From an optimization exercise on the open Yosys and OpenROAD flow, aimed at a short achievable clock period and few clock cycles; shortcuts taken in it are not production practice.
Where RTL was checked, it was by simulation tests only, not by an equivalence proof against the original.
No driver is modelled on the clock port, so clock power and skew are understated where the tree is cut down; a real chip needs a root buffer or a tree.
No activity file was given, so power comes from the tool's default toggle rates.

== run 1 ==
## mem_readout_top_2
module mem_readout_top_2(
    input clk,
    input reset,
    input wire [2:0] BX,
    input [6:0] clk_cnt,
    input [2:0] BX_pipe,
    input [5:0] number_in1,
    output [5:0] read_add1,
    input [43:0] input_L1L2_1,
    input [5:0] number_in2,
    output [5:0] read_add2,
    input [43:0] input_L1L2_2,
    input [5:0] number_in3,
    output [5:0] read_add3,
    input [43:0] input_L1L2_3,
    input [5:0] number_in4,
    output [5:0] read_add4,
    input [43:0] input_L1L2_4,
    input [5:0] number_in5,
    output [5:0] read_add5,
    input [43:0] input_L3L4_1,
    input [5:0] number_in6,
    output [5:0] read_add6,
    input [43:0] input_L3L4_2,
    input [5:0] number_in7,
    output [5:0] read_add7,
    input [43:0] input_L3L4_3,
    input [5:0] number_in8,
    output [5:0] read_add8,
    input [43:0] input_L3L4_4,
    input [5:0] number_in9,
    output [5:0] read_add9,
    input [43:0] input_L5L6_1,
    input [5:0] number_in10,
    output [5:0] read_add10,
    input [43:0] input_L5L6_2,
    input [5:0] number_in11,
    output [5:0] read_add11,
    input [43:0] input_L5L6_3,
    input [5:0] number_in12,
    output [5:0] read_add12,
    input [43:0] input_L5L6_4,
    output reg [47:0] mem_dat_stream,
    output reg valid,
    output reg send_BX,
    output reg none
);
For scale: ~1800 cells after synthesis.
clock: 3.0 ns
lec_check: 0
abc_clock_period_in_ps: 1000
cap_margin: 20
core_area: 6 6 264 264
die_area: 0 0 270 270
place_density: 0.6
setup_slack_margin: 2.0
slew_margin: 20
standard.sh (not shown) runs the stock make flow with config.mk's settings and CLKGATE_MAP_FILE= SYNTH_SCRIPT=/design/flow/synth_recipe.tcl, a recipe that flattens the netlist after the stock synthesis.
==> flow/flow/run.sh <==
#!/bin/bash
# Standard ORFS layout with four changes:
# - synthesis and the resizer do not use the slow 3- and 4-input OR and
#   4-input NOR cells (added to the platform's don't-use list);
# - the ports get plain buffers that the resizer may size freely (instead
#   of delay cells of a fixed footprint);
# - the output word's pins are kept together on the top edge
#   (flow/pre_io.tcl, hooked in before ORFS's pin placement);
# - the clock tree is built by flow/mytree.tcl, hooked in before ORFS's CTS
#   step.
# Tool output goes to standard.log.
DONT_USE="$(cat flow/dont_use.txt)"
bash standard.sh PRE_CTS_TCL="$PWD/flow/pre_cts.tcl" \
  PRE_IO_PLACEMENT_TCL="$PWD/flow/pre_io.tcl" \
  BUFFER_PORTS_ARGS="-buffer_cell sky130_fd_sc_hd__buf_4" \
  MATCH_CELL_FOOTPRINT=0 DONT_USE_CELLS="$DONT_USE" finish > standard.log 2>&1
==> flow/flow/pre_cts.tcl <==
# Replaces ORFS's clock tree synthesis with the two-level tree of mytree.tcl:
# clock port -> 4 root buffers -> 24 leaf buffers -> flip-flops.
set ::env(MT_NROOT) 4
set ::env(MT_NLEAF) 24
source [file join [file dirname [info script]] mytree.tcl]
proc clock_tree_synthesis {args} {
  puts "clock_tree_synthesis skipped: the tree was built by mytree.tcl"
}
set_propagated_clock [all_clocks]
==> flow/flow/pre_io.tcl <==
# Keeps the output word's pins together on the top edge, so that the output
# registers and their port buffers sit next to their pins.
set names {valid none send_BX}
for {set b 0} {$b < 48} {incr b} { lappend names "mem_dat_stream\[$b\]" }
set_io_pin_constraint -pin_names $names -region top:40-230
Other scripts of this flow, unchanged in this note and not shown: flow/flow/dont_use.txt, flow/flow/mytree.tcl
Run 1 ran to completion and came out clean on the timing, DRC and antenna checks.
Testbench counts of run 1, summed over its fixed seeds: cycles 29,813.
### run 1 -> run 2
Settings: SETUP_SLACK_MARGIN changed from 2.0 to 1.8; ABC_CLOCK_PERIOD_IN_PS changed from 1000 to 1300.
diff --git a/flow/flow/run.sh b/flow/flow/run.sh
--- a/flow/flow/run.sh
+++ b/flow/flow/run.sh
@@ -2 +2 @@
-# Standard ORFS layout with four changes:
+# Standard ORFS layout with three changes:
@@ -7,2 +6,0 @@
-# - the output word's pins are kept together on the top edge
-#   (flow/pre_io.tcl, hooked in before ORFS's pin placement);
@@ -14 +11,0 @@
-  PRE_IO_PLACEMENT_TCL="$PWD/flow/pre_io.tcl" \
removed: flow/flow/pre_io.tcl
## What came out
From run 1 to run 2 the numbers moved as follows: final cell count went down by about 0.8%; detail-routed via count per cell was more or less identical; number of vias in the routed layout went down by 116; area growth from synthesis to layout went down by 11 points.
mem_dat_stream[7] as the timing endpoint of the critical path was reported by run 1, and mem_dat_stream[26] by run 2.
Looking at relative contribution of the clock network to total power across run 1 and run 2, the one that comes out higher is run 2.
Fmax | run 2 vs run 1 | run 2 slower
From run 1 to run 2 the numbers moved as follows: share of the clock period used by the worst path saw an increase, placed wire-length estimate after detailed placement up 1.9 mm, placer's final routability congestion estimate fell 4.2%.
Max leakage dissipation across run 1 and run 2: run 1
Input-level comparison between run 3 and run 2:
Settings: SETUP_SLACK_MARGIN: 1.8 -> 2.0.
diff --git a/flow/flow/run.sh b/flow/flow/run.sh
--- a/flow/flow/run.sh
+++ b/flow/flow/run.sh
@@ -2 +2 @@
-# Standard ORFS layout with three changes:
+# Standard ORFS layout with four changes:
@@ -6,0 +7,2 @@
+# - the output word's pins are kept together on the top edge
+#   (flow/pre_io.tcl, hooked in before ORFS's pin placement);
@@ -11,0 +14 @@
+  PRE_IO_PLACEMENT_TCL="$PWD/flow/pre_io.tcl" \
diff --git a/flow/flow/pre_cts.tcl b/flow/flow/pre_cts.tcl
--- a/flow/flow/pre_cts.tcl
+++ b/flow/flow/pre_cts.tcl
@@ -2 +2 @@
-# clock port -> 4 root buffers -> 24 leaf buffers -> flip-flops.
+# clock port -> 4 root buffers (buf_16) -> 24 leaf buffers -> flip-flops.
@@ -4,0 +5 @@
+set ::env(MT_RBUF) sky130_fd_sc_hd__buf_16
==> flow/flow/pre_io.tcl (new file) <==
# Keeps the output word's pins together on the top edge, so that the output
# registers and their port buffers sit next to their pins.
set names {valid none send_BX}
for {set b 0} {$b < 48} {incr b} { lappend names "mem_dat_stream\[$b\]" }
set_io_pin_constraint -pin_names $names -region top:40-230
### Flow results
- Run comparison: run 2 standard cell with the maximum stage delay on the critical path sky130_fd_sc_hd__dfxtp_2; run 3 standard cell with the maximum stage delay on the critical path sky130_fd_sc_hd__dfxtp_4
- Going from run 2 to run 3, critical path depth up 5, total number of multi-input combinational cells has remained practically unchanged, growth of design area from synthesis to finish moved up.
No run of this note takes its clock network from TritonCTS; it comes from the design's own scripts or RTL.

the previous run:
mem_readout_top_2, a different RTL version from the one above (not shown whole).
Size in the first run: ~1900 cells after synthesis, ~370 flip-flops, roughly 740 I/O pins, roughly 0.017 sq mm of cells after synthesis.
clock: 3.0 ns
lec_check: 0
abc_clock_period_in_ps: 1300
cap_margin: 20
core_area: 6 6 264 264
die_area: 0 0 270 270
place_density: 0.6
setup_slack_margin: 1.8
slew_margin: 20
==> flow/flow/run.sh <==
#!/bin/bash
# Standard ORFS layout with three changes:
# - synthesis and the resizer do not use the slow 3- and 4-input OR and
#   4-input NOR cells (added to the platform's don't-use list);
# - the ports get plain buffers that the resizer may size freely (instead
#   of delay cells of a fixed footprint);
# - the clock tree is built by flow/mytree.tcl, hooked in before ORFS's CTS
#   step.
# Tool output goes to standard.log.
DONT_USE="$(cat flow/dont_use.txt)"
bash standard.sh PRE_CTS_TCL="$PWD/flow/pre_cts.tcl" \
  BUFFER_PORTS_ARGS="-buffer_cell sky130_fd_sc_hd__buf_4" \
  MATCH_CELL_FOOTPRINT=0 DONT_USE_CELLS="$DONT_USE" finish > standard.log 2>&1
Other scripts of this flow, unchanged in this note and not shown: flow/flow/dont_use.txt, flow/flow/mytree.tcl, flow/flow/pre_cts.tcl
> inputs changed (the previous run -> the current run)
Settings: changing SETUP_SLACK_MARGIN from 1.8 to 2.0.
--- outcome ---
Critical-path cell with the highest stage delay = nor3_4: the previous run; critical-path cell with the highest stage delay = o31ai_1: the current run
Going from the previous run to the current run, via-per-instance ratio moved down; area of combinational cells with multiple inputs moved up; post-synthesis to final-layout area growth moved up.
Compared with the previous run, in the current run clock latency reported for the late side of the worst-skew pair now sits at about the same level; setup slack shrank by 0.12 ns; clock group share of total power shrank by 0.2 points; reported clock group power now sits at about the same level.
No functional check of the RTL was part of any run of this note. In every run of this note, the design's own scripts or RTL, not TritonCTS, make the clock network.

== v40 ==
RTL: one of the versions met above, not the one the previous note started from.
Size in the first run: about 1800 cells after synthesis, roughly 380 flip-flops, about 740 I/O pins.
export LEC_CHECK = 0
export ABC_CLOCK_PERIOD_IN_PS = 1300
export CAP_MARGIN = 20
export CORE_AREA = 6 6 264 264
export DIE_AREA = 0 0 270 270
export PLACE_DENSITY = 0.6
export SETUP_SLACK_MARGIN = 2.2
export SLEW_MARGIN = 20
create_clock -name core_clock -period 3.0 [get_ports {clk}]
==> flow/flow/run.sh <==
#!/bin/bash
# Standard ORFS layout with four changes:
# - synthesis and the resizer do not use the slow 3- and 4-input OR and
#   4-input NOR cells (added to the platform's don't-use list);
# - the ports get plain buffers that the resizer may size freely (instead
#   of delay cells of a fixed footprint);
# - the output word's pins are kept together on the top edge
#   (flow/pre_io.tcl, hooked in before ORFS's pin placement);
# - the clock tree is built by flow/mytree.tcl, hooked in before ORFS's CTS
#   step.
# Tool output goes to standard.log.
DONT_USE="$(cat flow/dont_use.txt)"
bash standard.sh PRE_CTS_TCL="$PWD/flow/pre_cts.tcl" \
  PRE_IO_PLACEMENT_TCL="$PWD/flow/pre_io.tcl" \
  BUFFER_PORTS_ARGS="-buffer_cell sky130_fd_sc_hd__buf_4" \
  MATCH_CELL_FOOTPRINT=0 DONT_USE_CELLS="$DONT_USE" finish > standard.log 2>&1
==> flow/flow/pre_io.tcl <==
# Keeps the output word's pins together on the top edge, so that the output
# registers and their port buffers sit next to their pins.
set names {valid none send_BX}
for {set b 0} {$b < 48} {incr b} { lappend names "mem_dat_stream\[$b\]" }
set_io_pin_constraint -pin_names $names -region top:40-230
Other scripts of this flow, unchanged in this note and not shown: flow/flow/dont_use.txt, flow/flow/mytree.tcl, flow/flow/pre_cts.tcl
Testbench counts of v40, summed over its fixed seeds: cycles 29,813.
Input changes introduced in v49 (baseline for comparison: v40):
- SETUP_SLACK_MARGIN: 2.2 -> 1.8
- PLACE_DENSITY: 0.6 -> 0.45
--- a/flow/flow/run.sh
+++ b/flow/flow/run.sh
@@ -1,3 +1,3 @@
 #!/bin/bash
-# Standard ORFS layout with four changes:
+# Standard ORFS layout with three changes:
 # - synthesis and the resizer do not use the slow 3- and 4-input OR and
@@ -6,4 +6,2 @@
 #   of delay cells of a fixed footprint);
-# - the output word's pins are kept together on the top edge
-#   (flow/pre_io.tcl, hooked in before ORFS's pin placement);
 # - the clock tree is built by flow/mytree.tcl, hooked in before ORFS's CTS
@@ -13,3 +11,2 @@
 bash standard.sh PRE_CTS_TCL="$PWD/flow/pre_cts.tcl" \
-  PRE_IO_PLACEMENT_TCL="$PWD/flow/pre_io.tcl" \
   BUFFER_PORTS_ARGS="-buffer_cell sky130_fd_sc_hd__buf_4" \
removed: flow/flow/pre_io.tcl
==> comparison <==
- Fraction of standard cell area that is sequential (v49 over v40): increase, 3.0 points
- Comparing v40 and v49, clock input transition at the sequential cells of the worst setup and hold paths is higher on v40.
- Higher data arrival time of the worst path goes to v49 over v40.
- On post-cts gate resize count, the lower figure sits with v49, not v40.
- v49 vs v40 — power in sequential cells climbed slightly
- Comparing v40 and v49, the higher summed area of non-filler cells in the final layout was measured on v40.
- On v49: fmax is 9.9 MHz lower than what v40 gave.
- v40 has lower worst supply voltage drop on vdd than v49.
- v49 ends up with a number of standard cells in the layout, taps in and fillers out that is 4.5% lower than in v40.
- Compared with v40, v49 shows number of antenna violations at the first check in global routing lower by about 22%.
- The final reports for v49 and v40 show signed area change from the synthesized netlist to the final layout lower in the former.
diff inputs: v49 => v48
- changing PLACE_DENSITY from 0.45 to 0.6
--- a/flow/flow/run.sh
+++ b/flow/flow/run.sh
@@ -1,3 +1,3 @@
 #!/bin/bash
-# Standard ORFS layout with three changes:
+# Standard ORFS layout with four changes:
 # - synthesis and the resizer do not use the slow 3- and 4-input OR and
@@ -6,2 +6,4 @@
 #   of delay cells of a fixed footprint);
+# - the output word's pins are kept together on the top edge
+#   (flow/pre_io.tcl, hooked in before ORFS's pin placement);
 # - the clock tree is built by flow/mytree.tcl, hooked in before ORFS's CTS
@@ -11,2 +13,3 @@
 bash standard.sh PRE_CTS_TCL="$PWD/flow/pre_cts.tcl" \
+  PRE_IO_PLACEMENT_TCL="$PWD/flow/pre_io.tcl" \
   BUFFER_PORTS_ARGS="-buffer_cell sky130_fd_sc_hd__buf_4" \
==> flow/flow/pre_io.tcl (new file) <==
# Keeps the output word's pins together on the top edge, so that the output
# registers and their port buffers sit next to their pins.
set names {valid none send_BX}
for {set b 0} {$b < 48} {incr b} { lappend names "mem_dat_stream\[$b\]" }
set_io_pin_constraint -pin_names $names -region top:40-230
Results
v48 finished end to end and its layout was clean on timing, DRC and antenna.
Fmax: v48 above v49
Cell count: v48 higher than v49
A start point of the critical path of mem_dat_stream[29] is what v49 shows, while mem_dat_stream[38] belongs to v48.
Of v48 and v49, the higher sequential share of layout area belongs to v49.
#### Input delta (v43 over v48)
- SETUP_SLACK_MARGIN changed from 1.8 to 2.0
--- a/flow/flow/run.sh
+++ b/flow/flow/run.sh
@@ -1,3 +1,3 @@
 #!/bin/bash
-# Standard ORFS layout with four changes:
+# Standard ORFS layout with five changes:
 # - synthesis and the resizer do not use the slow 3- and 4-input OR and
@@ -8,2 +8,4 @@
 #   (flow/pre_io.tcl, hooked in before ORFS's pin placement);
+# - registers that drive only an output port's buffer are moved next to it
+#   before detailed placement (flow/pre_dpl.tcl);
 # - the clock tree is built by flow/mytree.tcl, hooked in before ORFS's CTS
@@ -14,2 +16,3 @@
   PRE_IO_PLACEMENT_TCL="$PWD/flow/pre_io.tcl" \
+  PRE_DETAIL_PLACE_TCL="$PWD/flow/pre_dpl.tcl" \
   BUFFER_PORTS_ARGS="-buffer_cell sky130_fd_sc_hd__buf_4" \
==> flow/flow/pre_dpl.tcl (new file) <==
# Moves each register that drives only an output port's buffer next to
# that buffer (detailed placement then legalizes it).
set block [ord::get_db_block]
set moved 0
foreach bt [$block getBTerms] {
  if {[$bt getIoType] != "OUTPUT"} continue
  set net [$bt getNet]
  set buf ""
  foreach it [$net getITerms] { if {[$it isOutputSignal]} { set buf [$it getInst] } }
  if {$buf eq ""} continue
  set a [$buf findITerm A]
  if {$a eq "NULL"} continue
  set n2 [$a getNet]
  if {$n2 eq "NULL" || [llength [$n2 getITerms]] != 2} continue
  set ff ""
  foreach it [$n2 getITerms] { if {[$it isOutputSignal]} { set ff [$it getInst] } }
  if {$ff eq "" || ![[$ff getMaster] isSequential]} continue
  lassign [$buf getLocation] bx by
  $ff setLocation $bx $by
  incr moved
}
puts "pre_dpl: moved $moved output registers next to their port buffers"
==> notes.md <==
- v43 ended with every stage complete and zero timing, DRC or antenna violations.
- Compare v43 and v48 | biggest fanout along the worst timing path higher: v43
- Sequential power: v48 vs v43 — no meaningful difference
- Diff v43 and v48: headroom to the max-slew limit lower in v48
- Summary of v43 over v48: final non-filler cell area shows an increase of 6.1%; fraction of final layout cells sized beyond drive strength 1 increased 7.9 points.
For v1, these inputs were changed with respect to v43:
- swapping 0 0 270 270 for 0 0 256 256 in DIE_AREA
- swapping 6 6 264 264 for 6 6 250 250 in CORE_AREA
- swapping 2.0 for 1.8 in SETUP_SLACK_MARGIN
==> flow/flow/run.sh <==
#!/bin/bash
# Standard ORFS layout with three changes:
# - synthesis and the resizer do not use the slow 3- and 4-input OR and
#   4-input NOR cells (added to the platform's don't-use list);
# - the ports get plain buffers that the resizer may size freely (instead
#   of delay cells of a fixed footprint);
# - the clock tree is built by flow/mytree.tcl, hooked in before ORFS's CTS
#   step.
# Tool output goes to standard.log.
DONT_USE="$(cat flow/dont_use.txt)"
bash standard.sh PRE_CTS_TCL="$PWD/flow/pre_cts.tcl" \
  BUFFER_PORTS_ARGS="-buffer_cell sky130_fd_sc_hd__buf_4" \
  MATCH_CELL_FOOTPRINT=0 DONT_USE_CELLS="$DONT_USE" finish > standard.log 2>&1
removed: flow/flow/pre_dpl.tcl
removed: flow/flow/pre_io.tcl
Notes after the runs:
Looking at logic depth of the worst setup path including buffers, v1 sits 1 above v43.
Compared with v43, v1 shows effective utilization at floorplan higher by 3.3 points.
v1 reports a lower number of cells after detailed placement than v43 does.
[compare] base=v43 new=v1: fmax shows a reduction of 5.4%, share of the cycle needed by the critical path after routing shows an increase of 2.8 points, leftover overflow at the end of global routing shows no meaningful change.
Compare v43 and v1 | number of nets at the end of the flow lower: v1
v1 vs. v43: worst hold slack went up by 0.015 ns.
The lower routing usage on met3 came out of v43.
The post-detailed-routing wire length number comes out lower for v43 vs v1.
In every run of this note, the design's own scripts or RTL, not TritonCTS, make the clock network.

## afterwards: timing with drivers on the ports
No port has a modelled driver above. Below, the same layouts with a new extraction and two added sets of constraints.
Step 1, drivers: a clkbuf_16 drives clk and a buf_2 each remaining input, both assumed.
Step 2, shift: input delay + t, output delay - t, t = (earliest + latest rising clock arrival at the registers) / 2. This alone moves slack from input paths to output paths.
a / b / c = no drivers / after step 1 / after step 2; a / b = the first two.
run | shift t [ns] | setup slack, ns | clock arrival spread, ns
run 1 | 0.463 | 1.544 / 1.434 / 1.328 | 0.045 / 0.046
run 2 | 0.470 | 1.485 / 1.372 / 1.322 | 0.066 / 0.065
run 3 | 0.455 | 1.537 / 1.438 / 1.305 | 0.045 / 0.046
the previous run | 0.461 | 1.214 / 1.249 / 0.837 | 0.037 / 0.038
the current run | 0.472 | 1.092 / 1.146 / 0.674 | 0.039 / 0.039
v40 | 0.476 | 1.503 / 1.386 / 1.361 | 0.062 / 0.061
v49 | 0.459 | 1.480 / 1.372 / 1.308 | 0.069 / 0.069
v48 | 0.469 | 1.518 / 1.407 / 1.264 | 0.082 / 0.082
v43 | 0.468 | 1.528 / 1.419 / 1.293 | 0.069 / 0.068
v1 | 0.464 | 1.444 / 1.370 / 1.147 | 0.037 / 0.037
After both steps setup and hold are still met in every run listed. The setup slack of the current run, which loses most, moves by +0.054 ns with the drivers and by -0.418 ns with both steps.
